What follows belongs to an exercise in optimizing a design on an open flow for small area and a short achievable clock period; a production flow would make more cautious choices. RTL that was checked went through simulation tests only; none was proved equivalent to the original.

## exp/raven
Design ALU_TOP, start of the top module:
module ALU_TOP (
input wire signed [15:0] A,
input wire signed [15:0] B,
input wire [3:0] ALU_FUNC,
input wire CLK,
input wire RST,
output reg signed [31:0] Arith_OUT,
output reg [15:0] Logic_OUT,
output reg [1:0] CMP_OUT,
output reg [16:0] SHIFT_OUT,
output reg Arith_Flag, Logic_Flag, CMP_Flag, SHIFT_Flag
	);
Settings: LEC_CHECK=0, ABC_AREA=1, CAP_MARGIN=20, CORE_MARGIN=2, CORE_UTILIZATION=40, SLEW_MARGIN=20; clock period 95.0 ns.
standard.sh (not shown) runs the stock make flow with config.mk's settings and CLKGATE_MAP_FILE= SYNTH_SCRIPT=/design/flow/synth_recipe.tcl, a recipe that flattens the netlist after the stock synthesis.
==> flow/flow/run.sh <==
#!/bin/bash
# The standard layout (standard.sh) with three changes:
#  - synthesis is the standard synthesis with ABC's mapping script replaced by
#    flow/abc.script (flow/synth.tcl); the registers are the standard synthesis's;
#  - every port is buffered by the smallest buffer cell instead of the one buffer_ports
#    picks by default;
#  - repair_timing aims for 46 ns of setup slack (SETUP_SLACK_MARGIN) instead of 0, so the
#    resizer upsizes the critical path; the clock and constraints stay the design's.
# Each tool's output lands in the ORFS logs under orfs/logs/; make's own output goes to
# standard_flow.log in this folder.
set -euo pipefail
bash standard.sh "SYNTH_SCRIPT=$PWD/flow/synth.tcl" \
  "BUFFER_PORTS_ARGS=-buffer_cell sky130_fd_sc_hd__buf_1" \
  SETUP_SLACK_MARGIN=46 finish > standard_flow.log 2>&1
==> flow/flow/abc.script <==
strash
dch
map -a
topo
stime -c
==> flow/flow/synth.tcl <==
# The standard synthesis (synth_recipe.tcl in the work folder), with ABC's mapping script
# replaced by flow/abc.script. Only the combinational mapping changes; the registers are the
# standard synthesis's.
set my_flow_dir [file dirname [file normalize [info script]]]
proc abc {args} {
  set i [lsearch -exact $args -script]
  if {$i >= 0} { lset args [expr {$i + 1}] [file join $::my_flow_dir abc.script] }
  yosys abc {*}$args
}
source [file join [file dirname $my_flow_dir] synth_recipe.tcl]
Looking at the reports, exp/raven completed the entire flow and the layout it produced met the timing, design-rule and antenna checks.
Input changes introduced in exp/nickel (baseline for comparison: exp/raven):
diff --git a/flow/design.v b/flow/design.v
--- a/flow/design.v
+++ b/flow/design.v
@@ -1073,40 +1073,37 @@
 wire [15:0] x0;
 assign x0 = {r1, N[0]};
 wire [15:0] d0;
 wire [16:0] c0;
 wire [16:0] t0 = {1'b0, x0} + {1'b0, Bx[15:0]} + ci;
 assign d0 = t0[15:0];
 assign c0[16] = t0[16];
 assign q[0] = c0[16];
 wire sq = sa ^ sb;
-wire [15:0] qh = {1'b0, q[15:1]};
-wire [15:0] qneg;
-assign qneg[0] = qh[0];
-assign qneg[1] = qh[1] ^ (|qh[0:0]);
-assign qneg[2] = qh[2] ^ (|qh[1:0]);
-assign qneg[3] = qh[3] ^ (|qh[2:0]);
-assign qneg[4] = qh[4] ^ (|qh[3:0]);
-assign qneg[5] = qh[5] ^ (|qh[4:0]);
-assign qneg[6] = qh[6] ^ (|qh[5:0]);
-assign qneg[7] = qh[7] ^ (|qh[6:0]);
-assign qneg[8] = qh[8] ^ (|qh[7:0]);
-assign qneg[9] = qh[9] ^ (|qh[8:0]);
-assign qneg[10] = qh[10] ^ (|qh[9:0]);
-assign qneg[11] = qh[11] ^ (|qh[10:0]);
-assign qneg[12] = qh[12] ^ (|qh[11:0]);
-assign qneg[13] = qh[13] ^ (|qh[12:0]);
-assign qneg[14] = qh[14] ^ (|qh[13:0]);
-assign qneg[15] = qh[15] ^ (|qh[14:0]);
-wire [15:0] h0 = sq ? qneg : qh;
-wire [15:0] h1 = qh ^ {16{sq}};
-assign Q[16:1] = q[0] ? h1 : h0;
-assign Q[0] = q[0];
+wire [16:0] qn;
+assign qn[0] = q[0];
+assign qn[1] = q[1] ^ (sq & (|q[0:0]));
+assign qn[2] = q[2] ^ (sq & (|q[1:0]));
+assign qn[3] = q[3] ^ (sq & (|q[2:0]));
+assign qn[4] = q[4] ^ (sq & (|q[3:0]));
+assign qn[5] = q[5] ^ (sq & (|q[4:0]));
+assign qn[6] = q[6] ^ (sq & (|q[5:0]));
+assign qn[7] = q[7] ^ (sq & (|q[6:0]));
+assign qn[8] = q[8] ^ (sq & (|q[7:0]));
+assign qn[9] = q[9] ^ (sq & (|q[8:0]));
+assign qn[10] = q[10] ^ (sq & (|q[9:0]));
+assign qn[11] = q[11] ^ (sq & (|q[10:0]));
+assign qn[12] = q[12] ^ (sq & (|q[11:0]));
+assign qn[13] = q[13] ^ (sq & (|q[12:0]));
+assign qn[14] = q[14] ^ (sq & (|q[13:0]));
+assign qn[15] = q[15] ^ (sq & (|q[14:0]));
+assign qn[16] = sq & (|q);
+assign Q = qn;
 endmodule
 module ALU_ADDSUB (
   input  wire [15:0] A,
   input  wire [15:0] B,
   input  wire SUB,
   output wire [16:0] S    
 );
 wire [16:0] a = {A[15], A};
 wire [16:0] b = {B[15], B} ^ {17{SUB}};
[summary]
Delta (exp/nickel minus exp/raven): die area fell by about 1.3%; share of the cycle needed by the critical path after routing stayed essentially flat.
exp/nickel vs. exp/raven: worst setup slack went up, number of buffers and inverters on the critical path went up 11, clock-buffer cell count ~0 delta, routed wire length went down about 2.1%.
As far as final core utilization is concerned, exp/nickel and exp/raven perform about the same.
Function not checked in exp/raven: the RTL went through the layout flow alone.

[separate check: timing with driven ports]
The flow's constraints put no driver on any port. The routed layouts listed below were extracted and timed again, unchanged, in two steps.
Step 1, drivers: a clkbuf_16 drives CLK and a buf_2 each remaining input, both assumed.
Step 2 adds t to the input delays and takes it off the output delays; t is the mean of the earliest and latest rising clock arrival at the registers after step 1. Input paths then give back, and output paths get back, about the clock's delay inside the block.
a / b / c = no drivers / after step 1 / after step 2; a / b = the first two.
run	t, ns	slack for setup (ns)	pins driven straight from the clock port
exp/raven	0.394	48.015 / 48.002 / 47.609	1
exp/nickel	0.396	48.059 / 47.945 / 47.549	1
After both steps every run listed still meets setup and hold. The setup slack of exp/nickel, which loses most, moves by -0.114 ns with the drivers and by -0.510 ns with both steps.
